From an optimization exercise on the open Yosys and OpenROAD flow, aimed at small area, a short achievable clock period and few clock cycles per item; shortcuts taken in it are not production practice.
Function was checked by simulation only, so behaviour that the tests miss may differ from the original.

==> flow/design.v (outline; a module is shown in full before it is edited, if it fits) <==
// module geofence: 233 lines
// module mul_s11x11a: 245 lines
// module mul_s12x11: 221 lines
// module bk11: 47 lines
// module bk12: 49 lines
// module bk20: 79 lines
// module bk22: 85 lines
module geofence (clk, reset, X, Y, R, valid, is_inside);
  // ...
==> flow/flow/run.sh <==
#!/bin/bash
# Standard ORFS layout at the design's clock and constraints, with two changes:
# the ports are buffered with a plain buf_2 (instead of the delay buffer
# buffer_ports picks by default), and repair_timing is asked for 19 ns of
# setup margin so that it also works on paths that already meet the clock.
set -euo pipefail
export BUFFER_PORTS_ARGS="-buffer_cell sky130_fd_sc_hd__buf_2"
export SETUP_SLACK_MARGIN=19
bash standard.sh > standard.log 2>&1
==> flow/standard.sh <==
#!/bin/bash
# synth_recipe.tcl (not shown) runs the flow's synth.tcl, then flattens the netlist and writes it again
# the make line also repeats each setting of config.mk as NAME=value (left out here)
make -C /OpenROAD-flow-scripts/flow DESIGN_CONFIG=/design/flow/config.mk WORK_HOME=/design/flow/orfs CLKGATE_MAP_FILE= SYNTH_SCRIPT=/design/flow/synth_recipe.tcl "${@:-finish}"
==> flow/config.mk <==
export PLATFORM = sky130hd
export DESIGN_NAME = geofence
export DESIGN_NICKNAME = geofence
export VERILOG_FILES = /design/flow/design.v
export SDC_FILE = /design/flow/constraint.sdc
export NUM_CORES = 4
export LEC_CHECK = 0
export ABC_AREA = 1
export CAP_MARGIN = 20
export CORE_MARGIN = 2
export CORE_UTILIZATION = 40
export CTS_CLUSTER_DIAMETER = 100
export CTS_CLUSTER_SIZE = 20
export SLEW_MARGIN = 20
==> flow/constraint.sdc <==
create_clock -name core_clock -period 25.0 [get_ports {clk}]
set_input_delay 5.0000 -clock core_clock [delete_from_list [all_inputs] [get_ports {clk}]]
set_output_delay 5.0000 -clock core_clock [all_outputs]
set_load 0.01 [all_outputs]
==> summary.md, run 1 <==
| Metric | Value |
|---|---|
| Detail Route Antenna Nets | `0` |
| Slew Viols, Final | `0` |
| GRT overflow | `0` |
| Met1 usage | `27.9%` |
| Yosys reg bits | `511` |
| Clock transition at path regs | `80 ps` |
| Multi-input gate share of total cell area | `54.1%` |
| Post-CTS Setup Bufs | `0` |
| Ant. Diodes | `0` |
| Worst Hold Class | `flip-flop to flip-flop` |
| Worst Setup EP | `valid` |
| Vias in the first global route | `26.2k` |
| Post-route worst setup slack | `18,900 ps` |
| Setup TNS Final | `0 ps` |
| Layout clock area frac | `2.78%` |
| Outcome | `no timing/DRC/antenna violations` |
| Post-synth EDFFs | `82` |
| CP delay by family, top | `flip-flops` |
| Buf+Inv Stages, Crit Path | `1` |
| WL/cell | `16.6 um` |
| Leading cell type in the layout, fill and taps excluded | `nand2_1` |
| Die W | `299 um` |
| Synth top area cells | `dfxtp_1, fa_1, ha_1` |
| Post-Synth XOR/XNOR Area | `3.74%` |
| Met2 WL | `40,400 um` |
| H-tree Lvls | `2` |
| Non-clk invs | `826` |
| Vias per std cell | `4.96` |
| Maxcap violations | `0` |
| FFs & Latches | `511` |
| Fin Hold WS | `332 ps` |
| Multi-In Gates | `2,749` |
Testbench counts, summed over its fixed seeds: cycles 60,800, items 1,600.
==> module geofence, before the edit <==
module geofence (clk, reset, X, Y, R, valid, is_inside);
input clk;
input reset;
input [9:0] X;
input [9:0] Y;
input [10:0] R;
output reg valid;
output reg is_inside;
reg [5:0] n;                        
wire [5:0] n_n = (n == 6'd37) ? 6'd0 : n + 6'd1;
reg [2:0] g;                        
wire [2:0] g_n = (n == 6'd37 || g == 3'd5) ? 3'd0 : g + 3'd1;
reg inph;
reg [30:0] ring [0:5];              
reg [9:0] X0, Y0;
integer k;
always @(posedge clk) begin
    for (k = 0; k < 5; k = k + 1) ring[k] <= ring[k+1];
    ring[5] <= inph ? {X, Y, R} : ring[0];
    if (n == 6'd0) begin X0 <= X; Y0 <= Y; end
end
function [2:0] posof;               
    input [2:0] j;
    input [2:0] gg;
    reg [3:0] d;
    begin
        d = {1'b0, j} + 4'd6 - {1'b0, gg};
        posof = (d >= 4'd6) ? d[2:0] - 3'd6 : d[2:0];
    end
endfunction
reg [2:0] rk1, rk2, rk3, rk4, rk5;
wire [2:0] rf1, rf2, rf3, rf4, rf5;    
function [2:0] lsel;                
    input [2:0] r;
    begin
        lsel = (rf1 == r) ? 3'd1 : (rf2 == r) ? 3'd2 : (rf3 == r) ? 3'd3 :
               (rf4 == r) ? 3'd4 : 3'd5;
    end
endfunction
reg [5:0] selA, selB;               
reg       amb;                      
wire      bef;
wire       sw = amb & ~bef;
wire [5:0] selBe = {selB[5:4], selB[3] | sw, selB[2] & ~sw, selB[1:0]};
reg [30:0] pA, pB;
integer kk;
always @(*) begin
    pA = 31'd0; pB = 31'd0;
    for (kk = 0; kk < 6; kk = kk + 1) begin
        pA = pA | (ring[kk] & {31{selA[kk]}});
        pB = pB | (ring[kk] & {31{selBe[kk]}});
    end
end
wire [9:0]  ax = pA[30:21], ay = pA[20:11];
wire [10:0] ar = pA[10:0];
wire [9:0]  bx = pB[30:21], by = pB[20:11];
wire [10:0] br = pB[10:0];
reg rld, sload, smul, scmp, aph, sph, eph, uvl, aqsh, aacc, tsel, fin, radsum, radodd;
reg [3:0] asel;                     
function [5:0] pairof;
    input [5:0] nn;
    case (nn)
        6'd3:  pairof = {3'd1, 3'd2};
        6'd4:  pairof = {3'd1, 3'd3};
        6'd5:  pairof = {3'd2, 3'd3};
        6'd6:  pairof = {3'd1, 3'd4};
        6'd7:  pairof = {3'd2, 3'd4};
        6'd8:  pairof = {3'd3, 3'd4};
        6'd9:  pairof = {3'd1, 3'd5};
        6'd10: pairof = {3'd2, 3'd5};
        6'd11: pairof = {3'd3, 3'd5};
        default: pairof = {3'd4, 3'd5};
    endcase
endfunction
function [2:0] qsel;
    input [2:0] m;
    case (m)
        3'd1: qsel = lsel(3'd0);
        3'd2: qsel = lsel(3'd1);
        3'd3: qsel = lsel(3'd2);
        3'd4: qsel = lsel(3'd3);
        3'd5: qsel = lsel(3'd4);
        default: qsel = 3'd0;
    endcase
endfunction
wire [5:0] cn = n_n - 6'd14;        
reg  [2:0] kA_n;                    
reg  [2:0] jA_n, jB_n;
always @(*) begin
    kA_n = (cn <= 6'd5) ? cn[2:0] : cn[0] ? cn[3:1] - 3'd2 : cn[3:1] - 3'd3;
    if (n_n >= 6'd3 && n_n <= 6'd12) begin
        {jA_n, jB_n} = pairof(n_n);
    end else begin
        jA_n = qsel(kA_n);
        jB_n = qsel(kA_n + 3'd1);
    end
end
wire cph_n = (n_n >= 6'd14);
always @(posedge clk or posedge reset) begin
    if (reset) begin
        n <= 6'd0; g <= 3'd0; inph <= 1'b1; valid <= 1'b0;
    end else begin
        n <= n_n; g <= g_n;
        inph <= (n_n <= 6'd5);
        valid <= fin;
    end
end
always @(posedge clk) begin
    selA   <= 6'd1 << posof(jA_n, g_n);
    selB   <= 6'd1 << posof(jB_n, g_n);
    amb    <= (n_n == 6'd14) && (rf4 == 3'd0) && (rf5 == 3'd0);
    sload  <= (n_n >= 6'd3) && (n_n <= 6'd12);
    rld    <= cph_n && ((cn == 6'd0) || ((cn >= 6'd7) && (cn <= 6'd15) && cn[0]));
    smul   <= (n_n >= 6'd4) && (n_n <= 6'd13);
    scmp   <= smul;
    aph    <= cph_n && (cn <= 6'd5);
    sph    <= cph_n && (cn >= 6'd6) && (cn <= 6'd16) && !cn[0];
    eph    <= cph_n && (cn >= 6'd7) && (cn <= 6'd17) && cn[0];
    uvl    <= cph_n && (cn >= 6'd11) && (cn <= 6'd21) && cn[0];
    aqsh   <= cph_n && (cn >= 6'd5) && (cn <= 6'd10);
    aacc   <= cph_n && (cn >= 6'd8) && (cn <= 6'd18) && !cn[0];
    tsel   <= cph_n && (cn >= 6'd12) && (cn <= 6'd22) && !cn[0];
    fin    <= cph_n && (cn == 6'd22);
    radsum <= (cn <= 6'd7);
    radodd <= cn[0];
    case (cn)
        6'd6, 6'd16, 6'd17:        asel <= 4'b0001;
        6'd7, 6'd8, 6'd14, 6'd15:  asel <= 4'b0010;
        6'd9, 6'd10, 6'd12, 6'd13: asel <= 4'b0100;
        default:                   asel <= 4'b1000;
    endcase
end
reg  [10:0] oa1, ob1, ob2;
reg  [11:0] oa2;
reg  [21:0] m1r;
reg  [21:0] A, T;
reg  [21:0] m2r;
wire [21:0] m1, m2;
mul_s11x11a u_m1 (.a(oa1), .b(ob1), .c(tsel ? T : 22'd0), .p(m1));    
mul_s12x11 u_m2 (.a(oa2), .b(ob2), .p(m2));
wire signed [21:0] sm1r = m1r, sm2r = m2r;
assign bef = sm1r > sm2r;             
always @(posedge clk) begin
    if (n <= 6'd3) begin
        rk1 <= 3'd0; rk2 <= 3'd0; rk3 <= 3'd0; rk4 <= 3'd0; rk5 <= 3'd0;
    end else begin
        rk1 <= rf1; rk2 <= rf2; rk3 <= rf3; rk4 <= rf4; rk5 <= rf5;
    end
end
wire [5:0] dij = pairof(n - 6'd2);  
wire [2:0] win = bef ? dij[2:0] : dij[5:3];     
assign rf1 = rk1 + {2'd0, scmp && win == 3'd1};
assign rf2 = rk2 + {2'd0, scmp && win == 3'd2};
assign rf3 = rk3 + {2'd0, scmp && win == 3'd3};
assign rf4 = rk4 + {2'd0, scmp && win == 3'd4};
assign rf5 = rk5 + {2'd0, scmp && win == 3'd5};
wire [19:0] radsq;
bk20 u_rad (.a(m1r[19:0]), .b(m2r[19:0]), .cin(1'b0), .s(radsq), .co());
wire [19:0] rad = radsum ? radsq : (radodd ? m2r[19:0] : m1r[19:0]);
function [22:0] nrstep;    
    input [12:0] r;
    input [9:0]  q;
    input [1:0]  b;
    input [3:0]  j;
    reg [12:0] rn, m;
    begin
        if (!r[12]) rn = {r[10:0], b} - {1'b0, q, 2'b01};
        else        rn = {r[10:0], b} + {1'b0, q, 2'b11};
        m = 13'h1fff << (j + 1);
        rn = rn[j+1] ? (rn | m) : (rn & ~m);
        nrstep = {rn, q[8:0], !rn[12]};
    end
endfunction
reg [5:0]  q1r; reg [3:0] q1q; reg [11:0] q1rad;
reg [8:0]  q2r; reg [6:0] q2q; reg [5:0]  q2rad;
reg [9:0]  qout;
reg [22:0] s1, s2, s3;
always @(*) begin
    s1 = 23'd0;
    s1 = nrstep(s1[22:10], s1[9:0], rad[19:18], 4'd1);
    s1 = nrstep(s1[22:10], s1[9:0], rad[17:16], 4'd2);
    s1 = nrstep(s1[22:10], s1[9:0], rad[15:14], 4'd3);
    s1 = nrstep(s1[22:10], s1[9:0], rad[13:12], 4'd4);
    s2 = {{7{q1r[5]}}, q1r, 6'd0, q1q};
    s2 = nrstep(s2[22:10], s2[9:0], q1rad[11:10], 4'd5);
    s2 = nrstep(s2[22:10], s2[9:0], q1rad[9:8], 4'd6);
    s2 = nrstep(s2[22:10], s2[9:0], q1rad[7:6], 4'd7);
    s3 = {{4{q2r[8]}}, q2r, 3'd0, q2q};
    s3 = nrstep(s3[22:10], s3[9:0], q2rad[5:4], 4'd8);
    s3 = nrstep(s3[22:10], s3[9:0], q2rad[3:2], 4'd9);
    s3 = nrstep(s3[22:10], s3[9:0], q2rad[1:0], 4'd10);
end
always @(posedge clk) begin
    q1r <= s1[15:10]; q1q <= s1[3:0]; q1rad <= rad[11:0];
    q2r <= s2[18:10]; q2q <= s2[6:0]; q2rad <= q1rad[5:0];
    qout <= s3[9:0];
end
reg [9:0]  aq0, aq1, aq2, aq3;      
wire [9:0]  acur = asel[0] ? aq0 : asel[1] ? aq1 : asel[2] ? aq2 : aq3;
reg  [10:0] ri, rj;                 
wire [10:0] cs_s = {1'b0, acur} ^ ri ^ rj;
wire [10:0] cs_c = ({1'b0, acur} & ri) | ({1'b0, acur} & rj) | (ri & rj);
wire [10:0] ssum, e12, e3n, x1, y1, y2;
wire [11:0] x2;
wire [21:0] Asum;
wire        ge;
bk11 u_ss (.a(cs_s), .b({cs_c[9:0], 1'b0}), .cin(1'b0), .s(ssum), .co());
wire [9:0]  Sn = ssum[10:1];
bk11 u_e12 (.a({1'b0, Sn}), .b(~(eph ? ri : {1'b0, acur})), .cin(1'b1), .s(e12), .co());
bk11 u_e3 (.a({1'b0, Sn}), .b(~{1'b0, rj[9:0]}), .cin(1'b1), .s(e3n), .co());
bk11 u_x1 (.a({1'b0, ax}), .b(~{1'b0, sload ? X0 : bx}), .cin(1'b1), .s(x1), .co());
bk11 u_y1 (.a({1'b0, ay}), .b(~{1'b0, sload ? Y0 : by}), .cin(1'b1), .s(y1), .co());
bk11 u_y2 (.a({1'b0, by}), .b(~{1'b0, sload ? Y0 : ay}), .cin(1'b1), .s(y2), .co());
bk12 u_x2 (.a({2'b00, bx}), .b(sload ? ~{2'b00, X0} : {2'b00, ax}), .cin(sload), .s(x2), .co());
bk22 u_A (.a(A), .b(m2r), .cin(1'b0), .s(Asum), .co());
bk22 u_ge (.a({1'b0, A[21:1]}), .b(~m1), .cin(1'b1), .s(), .co(ge));
always @(posedge clk) begin
    oa1 <= (sload | aph) ? x1 : uvl ? {1'b0, qout} : {1'b0, Sn};
    ob1 <= sload ? y2 : aph ? x1 : uvl ? {1'b0, s3[9:0]} : e12;
    oa2 <= (sload | aph) ? {y1[10], y1} : eph ? {e12[10], e12} : x2;
    ob2 <= sload ? x2[10:0] : aph ? y1 : eph ? e3n : y2;
    m1r <= m1[21:0];
    if (rld) begin ri <= ar; rj <= br; end
    m2r <= m2[21:0];
    if (aqsh) begin aq0 <= qout; aq1 <= aq0; aq2 <= aq1; aq3 <= aq2; end
    if (n <= 6'd13) begin A <= 22'd0; T <= 22'd0; end
    else begin
        if (aacc) A <= Asum;
        if (tsel) T <= m1;
    end
    is_inside <= ge;                 
end
endmodule
==> inputs of run 2 (changes only) <==
--- a/flow/design.v
+++ b/flow/design.v
@@ -155,7 +155,7 @@
 assign rf4 = rk4 + {2'd0, scmp && win == 3'd4};
 assign rf5 = rk5 + {2'd0, scmp && win == 3'd5};
-wire [19:0] radsq;
-bk20 u_rad (.a(m1r[19:0]), .b(m2r[19:0]), .cin(1'b0), .s(radsq), .co());
-wire [19:0] rad = radsum ? radsq : (radodd ? m2r[19:0] : m1r[19:0]);
+wire [21:0] Asum;
+bk22 u_A (.a(radsum ? {2'b00, m1r[19:0]} : A), .b(radsum ? {2'b00, m2r[19:0]} : m2r), .cin(1'b0), .s(Asum), .co());
+wire [19:0] rad = radsum ? Asum[19:0] : (radodd ? m2r[19:0] : m1r[19:0]);
 function [22:0] nrstep;    
     input [12:0] r;
@@ -203,5 +203,4 @@
 wire [10:0] ssum, e12, e3n, x1, y1, y2;
 wire [11:0] x2;
-wire [21:0] Asum;
 wire        ge;
 bk11 u_ss (.a(cs_s), .b({cs_c[9:0], 1'b0}), .cin(1'b0), .s(ssum), .co());
@@ -213,5 +212,4 @@
 bk11 u_y2 (.a({1'b0, by}), .b(~{1'b0, sload ? Y0 : ay}), .cin(1'b1), .s(y2), .co());
 bk12 u_x2 (.a({2'b00, bx}), .b(sload ? ~{2'b00, X0} : {2'b00, ax}), .cin(sload), .s(x2), .co());
-bk22 u_A (.a(A), .b(m2r), .cin(1'b0), .s(Asum), .co());
 bk22 u_ge (.a({1'b0, A[21:1]}), .b(~m1), .cin(1'b1), .s(), .co(ge));
 always @(posedge clk) begin
==> run 2 against run 1 <==
  * Count of clock-buffer cells in the layout decreased by 7
  * Design area decreased by 0.71%
  * Worst hold slack improved by 0.54 ps
  * Via count decreased by 0.52%
  * Maximum frequency decreased by 0.87%
==> summary.md, run 2 <==
| Metric | Value |
|---|---|
| Outcome | `no timing/DRC/antenna violations (unchanged)` |
| Sequential share of the synthesized area | `32.2% (was 31.8%)` |
| Row cnt | `107 (was 108)` |
| Tcrit/Tclk final | `24.6% (was 24.4%)` |
| Worst path max stage delay | `380 ps (about the same)` |
| Synth area leader | `dfxtp_1 (unchanged)` |
| Share of cells above drive strength 1 | `7.66% (was 6.18%)` |
| Reg2reg setup slack | `19,230 ps (was 19,210 ps)` |
| CP startpoint kind | `flip-flop (unchanged)` |
| Area grow syn2layout | `8.49% (was 7.89%)` |
| Mapped cell area | `34,500 um2 (was 34,900 um2)` |
| Setup Skew | `43.4 ps (was 37.5 ps)` |
| Slew Viols, Final | `0 (unchanged)` |
| Hold buffers post-CTS | `0 (unchanged)` |
| Post-synth EDFFs | `82 (unchanged)` |
| CTS buffer count | `31 (was 34)` |
| Mapped Nets | `4,770 (was 4,827)` |
| FILL cells | `8,476 (was 8,569)` |
| Vias | `26.5k (was 26.7k)` |
| Worst Hold Class | `flip-flop to flip-flop (unchanged)` |
| IO Count | `35 (unchanged)` |
| GRT overflow | `0 (unchanged)` |
| Worst Setup EP | `valid (unchanged)` |
| Worst skew pair latency | `650 ps (was 590 ps)` |
| DRC | `0 (unchanged)` |
| Yosys reg bits | `511 (unchanged)` |
| WL/cell | `17.0 um (was 16.6 um)` |
| Most flops, register | `ring (unchanged)` |
| Buf+Inv Stages, Crit Path | `1 (unchanged)` |
| I/O Buffers | `34 (unchanged)` |
| Slowest CP cell | `dfrtp_1 (unchanged)` |
| Worst EP required | `20,000 ps (about the same)` |
| Final setup vio count | `0 (unchanged)` |
| Cell count along the critical path | `1 (unchanged)` |
| Syn Area/Cell | `8.21 um2 (was 8.26 um2)` |
| Clock transition at path regs | `80 ps (about the same)` |
| R2r endpoint | `is_inside (unchanged)` |
| DP Worst Slack | `18,550 ps (was 18,940 ps)` |
| Ys flop type | `dfxtp_1 (unchanged)` |
| Mapped Cells | `4,198 (was 4,227)` |
| First-pass GRT wire length | `144,000 um (was 143,000 um)` |
| Reg2reg path depth | `25 (was 29)` |
| CP endpoint kind | `output port (unchanged)` |
| Fmax | `163 MHz (was 164 MHz)` |
| H-tree Lvls | `1 (was 2)` |
| Maximum net fanout on the critical path | `1 (unchanged)` |
| Post-route worst setup slack | `18,850 ps (was 18,900 ps)` |
| Post-synth ARST share | `2.15% (unchanged)` |
| TritonCTS clock tree | `yes (unchanged)` |
| Leading cell type in the layout, fill and taps excluded | `nand2_1 (unchanged)` |
| Slew headroom | `36.1% (was 36.5%)` |
| Die W | `298 um (was 299 um)` |
| Initial DRC Count | `1,884 (was 1,977)` |
| Arr. time, crit path | `1150 ps (was 1100 ps)` |
| Pin slew with the least headroom to its limit | `957 ps (was 951 ps)` |
| Core Region | `85,300 um2 (was 86,600 um2)` |
| First-pass detailed-route iteration total | `6 (unchanged)` |
| Antenna violations before repair | `3 (was 5)` |
| Vias in the first global route | `26.0k (was 26.2k)` |
| Clk root buf | `clkbuf_16 (unchanged)` |
| Setup CP Type | `flip-flop to output port (unchanged)` |
| Max reg flops | `186 (unchanged)` |
| Initial Utilization | `40.4% (was 40.3%)` |
| GRT Util Overall | `20.2% (was 20.0%)` |
| CP delay by family, top | `flip-flops (unchanged)` |
| Final min period | `6150 ps (was 6100 ps)` |
| Most frequent cells in the layout | `nand2_1, inv_1, dfxtp_1, ha_1, fa_1 (unchanged)` |
| Clk buf depth | `3 (unchanged)` |
| Crit path from | `valid (unchanged)` |
| DP HPWL | `67,900 um (was 68,500 um)` |
| Placer Congestion | `0.897 (was 0.865)` |
| Die area | `88,600 um2 (was 89,700 um2)` |
| Vias per std cell | `4.96 (about the same)` |
| Yosys warns | `2 (unchanged)` |
| Largest net degree at the start of global routing | `63 (unchanged)` |
| Cell variety after synth | `65 (was 62)` |
| Setup TNS Final | `0 ps (unchanged)` |
| Die Y-Extent | `298 um (was 299 um)` |
| Final hold vios | `0 (unchanged)` |
| Nets | `4,754 (was 4,797)` |
| FF-to-FF Start | `ob1[9] (unchanged)` |
| Total Wirelength | `90,800 um (was 89,300 um)` |
| Cell Chain, Critical Path | `buf_6 (was buf_2)` |
| Most frequent cell after synthesis | `nand2_1 (unchanged)` |
| Detail Route Antenna Nets | `0 (unchanged)` |
| Post-synth top area share | `24.3% (was 24.0%)` |
| RSZ-0062 raised after global routing | `yes (unchanged)` |
| Synth cell count leaders | `nand2_1, inv_1, dfxtp_1 (unchanged)` |
| Clock Sinks | `511 (unchanged)` |
| Maxcap violations | `0 (unchanged)` |
| Synth top area cells | `dfxtp_1, fa_1, nand2_1 (was dfxtp_1, fa_1, ha_1)` |
[run 2: cell types whose count changed after synthesis, moves of 7 or more]
cell and change:
o21ai_0 +12, nand4_1 +7, ha_1 -19, or2_2 +12, o22ai_1 -9, nor2_1 -32
a21oi_1 -24, nand2_1 +55, fa_1 -9, xnor2_1 -12, nand3_1 -18
[run 2: how the worst min path moves through the flow]
stage | start | to | slack (ps) | cells after the start
6_report | q1rad[0] | q2rad[0] | 330 | 0
4_1_cts | q1rad[4] | q2rad[4] | 330 | 0
2_1_floorplan | q1rad[0] | q2rad[0] | 310 | 0
3_3_place_gp | q1rad[4] | q2rad[4] | 310 | 0
3_5_place_dp | q1rad[4] | q2rad[4] | 310 | 0
5_1_grt | q1rad[4] | q2rad[4] | 340 | 0
[run 2: cells by family (layout without fill, tap and decap cells)]
family,Yosys count,after routing,share of synthesized area (%)
simple gates,1421,1421,17.2
buf+inv,968,973,10.6
compound gates,605,605,10.5
fa+ha+maj,539,539,25.3
flops,511,511,32.2
xor+xnor,136,136,3.53
mux,18,18,0.522
other cells,0,1,0
[run 2: layout make-up]
cell class,count,area [um2],area share [%]
diodes,1,2.50,0.00669
clock buffers,45,860,2.30
clock inverters,9,151,0.405
inverters,825,3120,8.34
multi-input cells,2719,19900,53.3
flip-flops and latches,511,11200,29.9
well taps,1144,1430,3.83
repair buffers,94,713,1.91
[run 2: metrics by stage]
stage	cells	util (%)	cell area, um2	hold WS, ps
after floorplan	4198	-	34500	310
after global placement	5257	41.9	35700	313
after detailed placement	5257	41.9	35700	313
after CTS	5313	43.2	36800	332
after global routing	5347	43.9	37400	339
final	5348	43.9	37400	333
[run 2: routing by layer]
layer  global-route usage (%)  wire, um  up-vias
li1                         -         -    13200
met1                     27.7     41500    12600
met2                     34.3     42700      634
met3                     2.10      4230      145
met4                     4.81      2360        2
met5                        0        14        -
[run 2: repair_timing]
action / 4_1_cts / 5_1_grt
setup endpoints to repair: 5 / 28
pin swaps: 1 / 25
endpoints found under the hold margin: 0 / 0
resized for setup: 26 / 103
gates cloned: 1 / 2
setup buffers: 1 / 32
[run 2: worst reg2reg max path, cell delays in order (launching register included)]
cell and delay, ps:
dfxtp_4 390, nand2_1 70, inv_1 50, fa_1 560, fa_2 450, fa_1 390, fa_1 470, fa_1 520
ha_4 300, nand2_1 80, nor2_2 140, a21oi_2 90, nor3_1 200, nor2_1 70, fa_2 330, or2_2 310
nand2_2 90, ha_1 250, nand2_2 110, nor2_4 60, o211ai_1 170, o2111ai_2 210, nand2_1 100, o211ai_1 80
nand3_1 90, a21oi_2 70
Testbench counts of run 2, summed over its fixed seeds: cycles 60,800, items 1,600.

port drivers added, routing unchanged:
The results above use ideal ports. As a check the final layouts listed here were re-extracted and re-timed, cells and wires unchanged.
Step 1: set_driving_cell puts a clkbuf_16 on clk and a buf_2 on each other input, an assumption about the parent block.
Step 2 times the ports against the registers' clock, not the clock port: input delays grow and output delays shrink by t, the midpoint of the rising clock arrivals with the driver on.
a / b / c = ideal / step 1 / step 2; a / b = the first two.
run | t (ns) | setup slack, ns | pins driven straight from the clock port
run 1 | 0.623 | 18.901 / 18.845 / 19.206 | 1
run 2 | 0.700 | 18.848 / 18.779 / 19.233 | 1
After both steps every run listed still meets setup and hold.
